Background: an optimization exercise with open tools, aiming at small area. Do not read the settings as production practice.
At most, simulation tests tie the RTL to the original design; equivalence was not proved.

==> indigo <==
Design dctqtop, start of the top module:
module dctqtop(
 clk,
 reset_n,
 start,
 di,
 din_valid,
 wa,
 be,
 hold,
 ready,
 dctq,
 dctq_valid,
 addr
 ) ;
 input clk ;
 input reset_n ;
 input start ;
 input din_valid ;
 input hold ;
 input [63:0] di ;
 input [2:0] wa ;
 input [7:0] be ;
 output ready ;
 output [8:0] dctq ;
 output dctq_valid ;
 output [5:0] addr ;
 wire rnw ;
 wire encnt2 ;
 wire [5:0] cnt1_reg ;
 wire [2:0] cnt2_reg ;
 wire [2:0] cnt3_reg ;
 wire [5:0] cnt4_reg ;
 wire [63:0] col ;
 wire [39:0] u1 ;
 wire [2:0] ms1 ;
 wire [10:0] din_next ;
 wire [10:0] qr0, qr1, qr2, qr3, qr4, qr5, qr6, qr7 ;
 wire [47:0] u2 ;
 wire [2:0] ms2 ;
 wire [11:0] dct_next ;
 wire [8:0] dctq_next ;
 reg [39:0] u1_reg ;           
 reg [2:0] ms1_reg ;           
 reg [2:0] k1_reg ;            
 reg [14*11-1:0] din_pipe ;    
 reg [2:0] cnt3_d1, cnt3_d2 ;  
 reg [47:0] u2_reg ;           
 reg [2:0] ms2_reg ;           
 reg [2:0] k2_reg ;            
 reg [12*12-1:0] dct_pipe ;    
 reg [9*9-1:0] dctq_pipe ;     
 dualram dualram1 ( .clk(clk), .rnw(rnw), .be(be), .ra(cnt1_reg[2:0]),
  .wa(wa), .di(di), .din_valid(din_valid), .dout(col) ) ;
 adder12s first_a ( .x(col), .k(cnt1_reg[5:3]), .u(u1), .msum(ms1) ) ;
 always @ (posedge clk)
 begin
  u1_reg <= u1 ;
  ms1_reg <= ms1 ;
  k1_reg <= cnt1_reg[5:3] ;
 end
 mult8ux8s first_b ( .u(u1_reg), .msum(ms1_reg), .k(k1_reg), .din(din_next) ) ;
 always @ (posedge clk)
  din_pipe <= {din_pipe[13*11-1:0], din_next} ;
  ...
clock: 8.0 ns
lec_check: 0
cap_margin: 20
core_margin: 2
core_utilization: 65
cts_cluster_diameter: 80
cts_cluster_size: 30
slew_margin: 20
run.sh (not shown) runs the stock make flow with config.mk's settings and CLKGATE_MAP_FILE= SYNTH_SCRIPT=/design/flow/synth_recipe.tcl, a recipe that flattens the netlist after the stock synthesis.
==> ember (differences from indigo) <==
CTS_BUF_LIST = sky130_fd_sc_hd__clkbuf_8   (was default)
CTS_CLUSTER_DIAMETER = default   (was 80)
CTS_CLUSTER_SIZE = default   (was 30)
==> onyx (differences from indigo) <==
CTS_CLUSTER_DIAMETER = 60   (was 80)
CTS_CLUSTER_SIZE = 25   (was 30)
==> umber (differences from indigo) <==
CTS_BUF_LIST = sky130_fd_sc_hd__clkbuf_4 sky130_fd_sc_hd__clkbuf_8   (was default)
CTS_CLUSTER_DIAMETER = default   (was 80)
CTS_CLUSTER_SIZE = default   (was 30)
==> notes.md <==
quantity	indigo	umber	ember	onyx
Detailed-route wire length per cell	27.3 um	26.6 um	26.6 um	27.3 um
Clock-pin slew on the worst setup and hold paths	0.10 ns	0.06 ns	0.06 ns	0.09 ns
Max-slew headroom at the worst pin	0.168	0.140	0.145	0.158
Post-Route Skew	0.0702 ns	0.0987 ns	0.106 ns	0.103 ns
Maximum clock path buffer count	3	4	4	3
Sequential portion of the cell area	0.505	0.489	0.491	0.498
Result of the run	finished clean	finished clean	finished clean	finished clean
Initial antenna violation count	18	20	22	17
Global-route wire length before repair	325,000 um	331,000 um	331,000 um	327,000 um
Global Route met3 Usage	0.0542	0.0633	0.0631	0.0558
Met2 Routed Length	104,000 um	105,000 um	105,000 um	105,000 um
Final Non-Filler Cells	8,056	8,404	8,401	8,125
Count of inserted antenna diode cells	7	9	9	8
Met1 wire length	85,600 um	86,600 um	86,900 um	85,700 um
Area growth from synthesis to layout	7.33%	10.7%	10.3%	8.80%
Met2 Usage GRT	0.529	0.528	0.529	0.530
No functional check of the RTL was part of any run of this note.


==> run P: inputs <==
dctqtop, a different RTL version from the one above (not shown whole).
Settings: LEC_CHECK=0, ABC_AREA=1, CAP_MARGIN=20, CORE_MARGIN=2, CORE_UTILIZATION=65, CTS_CLUSTER_DIAMETER=80, CTS_CLUSTER_SIZE=30, SLEW_MARGIN=20, TNS_END_PERCENT=5; clock period 8.0 ns.
==> run D: changes against run P <==
- PLACE_DENSITY: unset -> 0.8
- TNS_END_PERCENT: 5 -> unset
==> run Z: changes against run P <==
- ABC_AREA: 1 -> unset
- TNS_END_PERCENT: 5 -> unset
==> run C: changes against run P <==
- CORE_UTILIZATION: 65 -> 76
- TNS_END_PERCENT: 5 -> unset
==> notes.md <==
In run D the utilization is lower than in run Z, by 0.79 points.
Sequential share of layout area: run Z is lower than run D (0.72 points).
Synthesized cell count is the same in run D and run P.
In run P the clock skew is higher than in run C, by 0.0092 ns.
Between run P and run D, the lower cell area is in run D (gap 0.28%, measured against run D).
==> figures <==
Status: run D timing/DRC/antenna clean; run P timing/DRC/antenna clean; run Z timing/DRC/antenna clean; run C timing/DRC/antenna clean
Met2 GRT Util: run D 56.4%; run P 61.9%; run Z 60.8%; run C 69.9%
Setup slack after placement: run D 0.318 ns; run P 0.192 ns; run Z -0.0510 ns; run C -0.0639 ns
Slew at the pin closest to its max-slew limit: run D 1.36 ns; run P 1.32 ns; run Z 1.35 ns; run C 1.42 ns
Critical Path Sink: run D dct_pipe[10]; run P din_pipe[10]; run Z dct_pipe[10]; run C ms1_reg[1]
Std-Cell Core Area: run D 125000 um^2; run P 125000 um^2; run Z 126000 um^2; run C 107000 um^2
Layout Nets: run D 7385; run P 7395; run Z 6972; run C 7352
Post-synthesis mux area share: run D 0.0276%; run P 0.0276%; run Z 0.526%; run C 0.0276%
Overall die width: run D 359 um; run P 359 um; run Z 360 um; run C 332 um
Clock insertion delay at the later pin of the skew report: run D 0.78 ns; run P 0.76 ns; run Z 0.78 ns; run C 0.74 ns
Gate count after technology mapping: run D 6496; run P 6496; run Z 6124; run C 6496
Non-filler cells in the finished layout: run D 8301; run P 8309; run Z 7913; run C 8041
Xor-xnor portion of the synthesized cell area: run D 6.18%; run P 6.18%; run Z 6.21%; run C 6.18%


==> xenon: inputs <==
dctqtop again, from the RTL that the note above started with.
## dctqtop
module dctqtop(
 clk,
 reset_n,
 start,
 di,
 din_valid,
 wa,
 be,
 hold,
 ready,
 dctq,
 dctq_valid,
 addr
 ) ;
 input clk ;
 input reset_n ;
 input start ;
 input din_valid ;
 input hold ;
 input [63:0] di ;
 input [2:0] wa ;
 input [7:0] be ;
 output ready ;
 output [8:0] dctq ;
 output dctq_valid ;
 output [5:0] addr ;
 wire rnw ;
 wire encnt2 ;
 wire [5:0] cnt1_reg ;
 wire [2:0] cnt2_reg ;
 wire [2:0] cnt3_reg ;
 wire [5:0] cnt4_reg ;
 wire [63:0] col ;
 wire [15:0] rsel ;
 wire [39:0] u1 ;
 wire [2:0] ms1 ;
 wire [10:0] din_next ;
 wire [10:0] qr0, qr1, qr2, qr3, qr4, qr5, qr6, qr7 ;
 wire [47:0] u2 ;
 wire [2:0] ms2 ;
 wire [11:0] dct_next ;
 wire [8:0] dctq_next ;
 reg [39:0] u1_reg ;           
 reg [2:0] ms1_reg ;           
 reg [2:0] k1_reg ;            
 reg [14*11-1:0] din_pipe ;    
 reg [2:0] cnt3_d1, cnt3_d2 ;  
 reg [47:0] u2_reg ;           
 reg [2:0] ms2_reg ;           
 reg [2:0] k2_reg ;            
 reg [12*12-1:0] dct_pipe ;    
 reg [9*9-1:0] dctq_pipe ;     
 dualram dualram1 ( .clk(clk), .rnw(rnw), .be(be), .sel(rsel),
  .wa(wa), .di(di), .din_valid(din_valid), .dout(col) ) ;
 adder12s first_a ( .x(col), .k(cnt1_reg[5:3]), .u(u1), .msum(ms1) ) ;
 always @ (posedge clk)
 begin
  u1_reg <= u1 ;
  ms1_reg <= ms1 ;
  k1_reg <= cnt1_reg[5:3] ;
 end
 mult8ux8s first_b ( .u(u1_reg), .msum(ms1_reg), .k(k1_reg), .din(din_next) ) ;
 always @ (posedge clk)
  din_pipe <= {din_pipe[13*11-1:0], din_next} ;
  ...
==> flow/config.mk <==
export PLATFORM = sky130hd
export DESIGN_NAME = dctqtop
export DESIGN_NICKNAME = dctqtop
export VERILOG_FILES = /design/flow/design.v
export SDC_FILE = /design/flow/constraint.sdc
export NUM_CORES = 4
export LEC_CHECK = 0
export ABC_AREA = 1
export CAP_MARGIN = 20
export CORE_MARGIN = 2
export CORE_UTILIZATION = 65
export CTS_CLUSTER_DIAMETER = 80
export CTS_CLUSTER_SIZE = 30
export SLEW_MARGIN = 20
==> flow/constraint.sdc <==
create_clock -name core_clock -period 8.0 [get_ports {clk}]
set_input_delay 1.6000 -clock core_clock [delete_from_list [all_inputs] [get_ports {clk}]]
set_output_delay 1.6000 -clock core_clock [all_outputs]
set_load 0.01 [all_outputs]
==> harbor: changes against xenon <==
--- a/flow/config.mk
+++ b/flow/config.mk
@@ -9,5 +9,6 @@
 export CAP_MARGIN = 20
 export CORE_MARGIN = 2
-export CORE_UTILIZATION = 65
+export CORE_UTILIZATION = 72
+export CTS_BUF_LIST = sky130_fd_sc_hd__clkbuf_8 sky130_fd_sc_hd__clkbuf_16
 export CTS_CLUSTER_DIAMETER = 80
 export CTS_CLUSTER_SIZE = 30
==> lagoon: changes against xenon <==
--- a/flow/config.mk
+++ b/flow/config.mk
@@ -9,6 +9,7 @@
 export CAP_MARGIN = 20
 export CORE_MARGIN = 2
-export CORE_UTILIZATION = 65
+export CORE_UTILIZATION = 72
 export CTS_CLUSTER_DIAMETER = 80
 export CTS_CLUSTER_SIZE = 30
+export PLACE_DENSITY = 0.8
 export SLEW_MARGIN = 20
==> fjord: changes against xenon <==
--- a/flow/config.mk
+++ b/flow/config.mk
@@ -9,6 +9,7 @@
 export CAP_MARGIN = 20
 export CORE_MARGIN = 2
-export CORE_UTILIZATION = 65
+export CORE_UTILIZATION = 72
 export CTS_CLUSTER_DIAMETER = 80
 export CTS_CLUSTER_SIZE = 30
+export GPL_ROUTABILITY_DRIVEN = 0
 export SLEW_MARGIN = 20
==> qor summary <==
item	harbor	lagoon	xenon	fjord
Worst hold slack	0.324 ns	0.319 ns	0.317 ns	0.302 ns
Number of global-route vias before repair	53331	55513	52292	52930
Number of filler cells placed in the layout	6818	6661	8756	7063
Clock buffers	78	110	100	105
Status	timing/DRC/antenna clean	timing/DRC/antenna clean	timing/DRC/antenna clean	timing/DRC/antenna clean
Area used by multi-input combinational logic	30400 µm²	30400 µm²	30400 µm²	30400 µm²
Inserted Clock Buffers	76	75	81	74
Critical path depth in cells	31	32	33	31
Antenna violations before repair	18	24	14	22
Worst reg2reg startpoint	k2_reg[1]	k2_reg[0]	k1_reg[0]	k2_reg[0]
Register share of the cell area	0.537	0.536	0.533	0.538
Buffering stage count on the worst path with inverters included	6	5	7	6
Time the worst path needs with I/O delays and setup	7.64 ns	7.68 ns	7.60 ns	7.63 ns
Endpoint of the most critical register-to-register path	dct_pipe[10]	dct_pipe[10]	din_pipe[10]	dct_pipe[10]
# placed instances	7984	8007	8160	7988
Launching element of the worst setup path	k2_reg[1]	k2_reg[0]	k1_reg[0]	k2_reg[0]
Number of nets in the layout	7363	7390	7395	7363
Final critical-path share of the clock period	0.955	0.960	0.950	0.953
Diode count	6	7	7	6
Total GRT Usage	0.425	0.450	0.402	0.417
Max transition margin	0.117	0.0596	0.121	0.0754
Post-placement setup slack	0.236 ns	0.258 ns	0.192 ns	0.244 ns
Delay of the slowest critical-path stage	0.54 ns	0.53 ns	0.59 ns	0.55 ns

## static timing again, ports no longer ideal
Ports are ideal in the flow. The routed layouts listed here were re-timed in OpenROAD. Step 1 (the two cells are an assumption about what drives the block):
set clk [get_ports {clk}]
set_driving_cell -lib_cell sky130_fd_sc_hd__clkbuf_16 $clk
set_driving_cell -lib_cell sky130_fd_sc_hd__buf_2 [delete_from_list [all_inputs] $clk]
Step 2 adds t to the input delays and takes it off the output delays; t is the mean of the earliest and latest rising clock arrival at the registers after step 1. Input paths then give back, and output paths get back, about the clock's delay inside the block. Three values: ideal ports, drivers, drivers and shift; two values: the first two.
| run | t (ns) | setup slack, ns | slew at the worst register clock pin (ns) | worst data-port slew with drivers (ns) |
|---|---|---|---|---|
| indigo | 0.780 | 0.339 / 0.339 / 0.339 | 0.11 / 0.11 | 0.19 |
| ember | 1.000 | 0.333 / 0.333 / 0.333 | 0.08 / 0.08 | 0.21 |
| onyx | 0.821 | 0.229 / 0.229 / 0.229 | 0.10 / 0.10 | 0.19 |
| umber | 1.018 | 0.308 / 0.308 / 0.308 | 0.08 / 0.08 | 0.21 |
| run P | 0.808 | 0.399 / 0.399 / 0.399 | 0.12 / 0.12 | 0.16 |
| run D | 0.804 | 0.462 / 0.462 / 0.462 | 0.12 / 0.12 | 0.14 |
| run Z | 0.815 | 0.341 / 0.341 / 0.341 | 0.12 / 0.12 | 0.05 |
| run C | 0.793 | 0.159 / 0.159 / 0.159 | 0.12 / 0.12 | 0.15 |
| xenon | 0.808 | 0.399 / 0.399 / 0.399 | 0.12 / 0.12 | 0.16 |
| harbor | 0.795 | 0.362 / 0.362 / 0.362 | 0.12 / 0.12 | 0.17 |
| lagoon | 0.785 | 0.324 / 0.324 / 0.324 | 0.12 / 0.12 | 0.14 |
| fjord | 0.756 | 0.374 / 0.374 / 0.374 | 0.12 / 0.12 | 0.16 |
After both steps every run listed still meets setup and hold.
